From an optimization exercise on the open Yosys and OpenROAD flow, aimed at small area, a short achievable clock period and few clock cycles per item; shortcuts taken in it are not production practice. In this exercise RTL edits were held to simulation tests only and were not proved equivalent to the original. Power is estimated from default activity; no workload was simulated.

==> exp/yarrow <==
==> flow/design.v <==
module add
  #(
    parameter IN_WL = 15,   
    parameter OUT_WL = 16  
    )
  (
    input wire rstb,  
    input wire clk,
    input wire [IN_WL-1:0] a,      
    input wire [IN_WL-1:0] b,      
    output logic [OUT_WL-1:0] r    
  );
  always_ff@(posedge clk) begin: main_ff
    if(rstb == 1'b0)
      r <= '0;
    else begin
      r <= {a[IN_WL-1], a} + {b[IN_WL-1], b};
    end
  end: main_ff
endmodule: add
module sub
  #(
    parameter IN_WL = 15,   
    parameter OUT_WL = 16  
    )
  (
    input wire rstb,  
    input wire clk,
    input wire [IN_WL-1:0] a,      
    input wire [IN_WL-1:0] b,      
    output logic [OUT_WL-1:0] r    
  );
  always_ff@(posedge clk) begin: main_ff
    if(rstb == 1'b0)
      r <= '0;
    else begin
      r <= {a[IN_WL-1], a} - {b[IN_WL-1], b};
    end
  end: main_ff
endmodule: sub
module mult
  #(
    parameter IN_WL = 15,   
    parameter OUT_WL = 16  
    )
  (
    input wire rstb,  
    input wire clk,
    input wire [IN_WL-1:0] a,      
    input wire [IN_WL-1:0] b,      
    output logic [OUT_WL-1:0] r    
  );
  logic [2*IN_WL-1:0] mult_r;
  assign r = mult_r[OUT_WL-1:0];
  always_ff@(posedge clk) begin: main_ff
    if(rstb == 1'b0)
      mult_r <= '0;
    else begin
      mult_r <= a*b;
    end
  end: main_ff
endmodule: mult
module div
  #(
    parameter IN_WL = 15,   
    parameter OUT_WL = 16  
    )
  (
    input wire rstb,  
    input wire clk,
    input wire [IN_WL-1:0] a,      
    input wire [IN_WL-1:0] b,      
    output logic [OUT_WL-1:0] r    
  );
  always_ff@(posedge clk) begin: main_ff
    if(rstb == 1'b0)
      r <= '0;
    else begin
      r <= a >> b;
    end
  end: main_ff
endmodule: div
module add_nsub
  #(
    parameter IN_WL = 15,   
    parameter OUT_WL = 16  
    )
  (
    input wire rstb,  
    input wire clk,
    input wire [IN_WL-1:0] a,      
    input wire [IN_WL-1:0] b,      
    input add_nsub_i,               
    output logic [OUT_WL-1:0] r    
  );
  logic [OUT_WL-1:0] add_r, sub_r;
  add #(.IN_WL(IN_WL), .OUT_WL(OUT_WL)) add_inst(rstb, clk, a, b, add_r);
  sub #(.IN_WL(IN_WL), .OUT_WL(OUT_WL)) sub_inst(rstb, clk, a, b, sub_r);
  always_ff@(posedge clk) begin: main_ff
    if(rstb == 1'b0)
      r <= '0;
    else begin
      if(add_nsub_i == 1'b1)
        r <= add_r;
      else
        r <= sub_r;
    end
  end: main_ff
endmodule: add_nsub
module alu
  #(
    parameter IN_WL = 15,   
    parameter OUT_WL = 16  
    )
  (
    input wire rstb,
    input wire clk_i,
    input wire in_valid,                  
    output wire in_ready,                 
    input wire [1:0] cmd,                 
    input wire [IN_WL-1:0] a,             
    input wire [IN_WL-1:0] b,             
    output logic out_valid,               
    output logic [OUT_WL-1:0] r           
  );
  logic add_or_sub;
  logic [OUT_WL-1:0] add_nsub_r, mult_r, div_r;
  logic [OUT_WL-1:0] mult_q, div_q;
  logic [1:0] cmd_q1, cmd_q2;
  logic valid_q1, valid_q2;
  assign in_ready = 1'b1;
  assign add_or_sub = ~cmd_q1[0];    
  always_ff@(posedge clk_i) begin
    if(!rstb) begin
      cmd_q1 <= '0;
      cmd_q2 <= '0;
      valid_q1 <= 1'b0;
      valid_q2 <= 1'b0;
      out_valid <= 1'b0;
      mult_q <= '0;
      div_q <= '0;
      r <= '0;
    end else begin
      cmd_q1 <= cmd;
      cmd_q2 <= cmd_q1;
      valid_q1 <= in_valid;
      valid_q2 <= valid_q1;
      out_valid <= valid_q2;
      mult_q <= mult_r;
      div_q <= div_r;
      case(cmd_q2)
        2'b00: r <= add_nsub_r;
        2'b01: r <= add_nsub_r;
        2'b10: r <= mult_q;
        2'b11: r <= div_q;
      endcase
    end
  end
  add_nsub #(.IN_WL(IN_WL), .OUT_WL(OUT_WL)) add_nsub_inst(rstb, clk_i, a, b, add_or_sub, add_nsub_r);
  mult
  #(
    IN_WL,
    OUT_WL
  )
  mult_inst
  (
    .rstb(rstb),
    .clk(clk_i),
    .a(a),
    .b(b),
    .r(mult_r)
  );
  div #(.IN_WL(IN_WL), .OUT_WL(OUT_WL)) div_inst(.clk(clk_i), .rstb(rstb), .a(a), .b(b), .r(div_r));
endmodule
==> flow/run.sh <==
#!/bin/bash
# synth_recipe.tcl (not shown) runs the flow's synth.tcl, then flattens the netlist and writes it again
# the make line also repeats each setting of config.mk as NAME=value (left out here)
make -C /OpenROAD-flow-scripts/flow DESIGN_CONFIG=/design/flow/config.mk WORK_HOME=/design/flow/orfs CLKGATE_MAP_FILE= SYNTH_SCRIPT=/design/flow/synth_recipe.tcl finish
==> flow/config.mk <==
export PLATFORM = sky130hd
export DESIGN_NAME = alu
export DESIGN_NICKNAME = alu
export VERILOG_FILES = /design/flow/design.v
export SDC_FILE = /design/flow/constraint.sdc
export NUM_CORES = 4
export LEC_CHECK = 0
export CAP_MARGIN = 20
export CORE_MARGIN = 2
export CORE_UTILIZATION = 40
export PLACE_DENSITY = 0.6
export SLEW_MARGIN = 20
==> flow/constraint.sdc <==
create_clock -name core_clock -period 6.5 [get_ports {clk_i}]
set_input_delay 1.3000 -clock core_clock [delete_from_list [all_inputs] [get_ports {clk_i}]]
set_output_delay 1.3000 -clock core_clock [all_outputs]
set_load 0.01 [all_outputs]
==> inputs of exp/quartz, as changes to exp/yarrow <==
==> flow/design.v (replaced) <==
module add
  #(
    parameter IN_WL = 15,
    parameter OUT_WL = 16
    )
  (
    input wire [IN_WL-1:0] a,
    input wire [IN_WL-1:0] b,
    output logic [OUT_WL-1:0] r
  );
  assign r = {a[IN_WL-1], a} + {b[IN_WL-1], b};
endmodule
module sub
  #(
    parameter IN_WL = 15,
    parameter OUT_WL = 16
    )
  (
    input wire [IN_WL-1:0] a,
    input wire [IN_WL-1:0] b,
    output logic [OUT_WL-1:0] r
  );
  assign r = {a[IN_WL-1], a} - {b[IN_WL-1], b};
endmodule
module mult
  #(
    parameter IN_WL = 15,
    parameter OUT_WL = 16
    )
  (
    input wire [IN_WL-1:0] a,
    input wire [IN_WL-1:0] b,
    output logic [OUT_WL-1:0] r
  );
  logic [2*IN_WL-1:0] p;
  assign p = a * b;
  assign r = p[OUT_WL-1:0];
endmodule
module div
  #(
    parameter IN_WL = 15,
    parameter OUT_WL = 16
    )
  (
    input wire [IN_WL-1:0] a,
    input wire [IN_WL-1:0] b,
    output logic [OUT_WL-1:0] r
  );
  assign r = {1'b0, a} >> b;
endmodule
module add_nsub
  #(
    parameter IN_WL = 15,
    parameter OUT_WL = 16
    )
  (
    input wire [IN_WL-1:0] a,
    input wire [IN_WL-1:0] b,
    input wire add_nsub_i,               
    output logic [OUT_WL-1:0] r
  );
  logic [OUT_WL-1:0] add_r, sub_r;
  add #(.IN_WL(IN_WL), .OUT_WL(OUT_WL)) add_inst(.a(a), .b(b), .r(add_r));
  sub #(.IN_WL(IN_WL), .OUT_WL(OUT_WL)) sub_inst(.a(a), .b(b), .r(sub_r));
  assign r = add_nsub_i ? add_r : sub_r;
endmodule
module alu
  #(
    parameter IN_WL = 15,
    parameter OUT_WL = 16
    )
  (
    input wire rstb,
    input wire clk_i,
    input wire in_valid,
    output wire in_ready,
    input wire [1:0] cmd,                 
    input wire [IN_WL-1:0] a,
    input wire [IN_WL-1:0] b,
    output logic out_valid,
    output logic [OUT_WL-1:0] r
  );
  logic [OUT_WL-1:0] add_nsub_r, mult_r, div_r, res;
  assign in_ready = 1'b1;
  add_nsub #(.IN_WL(IN_WL), .OUT_WL(OUT_WL)) add_nsub_inst(.a(a), .b(b), .add_nsub_i(~cmd[0]), .r(add_nsub_r));
  mult #(.IN_WL(IN_WL), .OUT_WL(OUT_WL)) mult_inst(.a(a), .b(b), .r(mult_r));
  div #(.IN_WL(IN_WL), .OUT_WL(OUT_WL)) div_inst(.a(a), .b(b), .r(div_r));
  always_comb begin
    case(cmd)
      2'b10: res = mult_r;
      2'b11: res = div_r;
      default: res = add_nsub_r;
    endcase
  end
  always_ff@(posedge clk_i) begin
    if(!rstb)
      out_valid <= 1'b0;
    else
      out_valid <= in_valid;
    r <= res;
  end
endmodule
==> notes.md <==
metric                                                                 exp/quartz               exp/yarrow
Outcome                                                   complete, no violations  complete, no violations
CP max FO                                                                       4                        6
Met2 WL post-DR                                                           8.49 mm                  11.5 mm
Area added between synthesis and finish                                     24.1%                    20.7%
Simple-Gate Fraction of Synth Area                                          22.2%                    18.2%
Area share of the largest cell type after synthesis                         26.6%                    28.3%
Num Clock Sinks                                                                17                      132
Count of clock-net buffers in the final layout                                  3                       24
Antenna violations before repair                                                0                        1
Signal inverters                                                              123                      127
Per-cell via count in the routed design                                      5.06                     4.85
Cell Rows                                                                      45                       55
Non-clk buf share                                                           17.2%                    10.8%
Share of the core filled with cells in the final layout                     50.6%                    49.4%
Portion of total power attributed to combinational logic                    90.1%                    56.4%
Testbench counts of exp/yarrow, summed over its fixed seeds: cycles 16,016, items 16,000.
Testbench counts of exp/quartz, summed over its fixed seeds: cycles 16,000, items 16,000.

==> static timing again, ports no longer ideal <==
No port has a modelled driver above. Below, the same layouts with a new extraction and two added sets of constraints. Step 1, drivers: a clkbuf_16 drives clk_i and a buf_2 each remaining input, both assumed. Step 2 times the ports against the registers' clock, not the clock port: input delays grow and output delays shrink by t, the midpoint of the rising clock arrivals with the driver on. Three values: ideal, step 1, step 2; two values: the first two.
run | t (ns) | setup WS [ns] | worst slew at a driven data input, ns
exp/yarrow | 0.448 | 0.317 / 0.334 / -0.113 | 0.05
exp/quartz | 0.285 | 0.197 / 0.197 / -0.088 | 0.04
With both steps, setup timing fails in exp/yarrow and exp/quartz, where it was met with ideal ports. The setup slack of exp/yarrow, which loses most, moves by +0.017 ns with the drivers and by -0.430 ns with both steps.
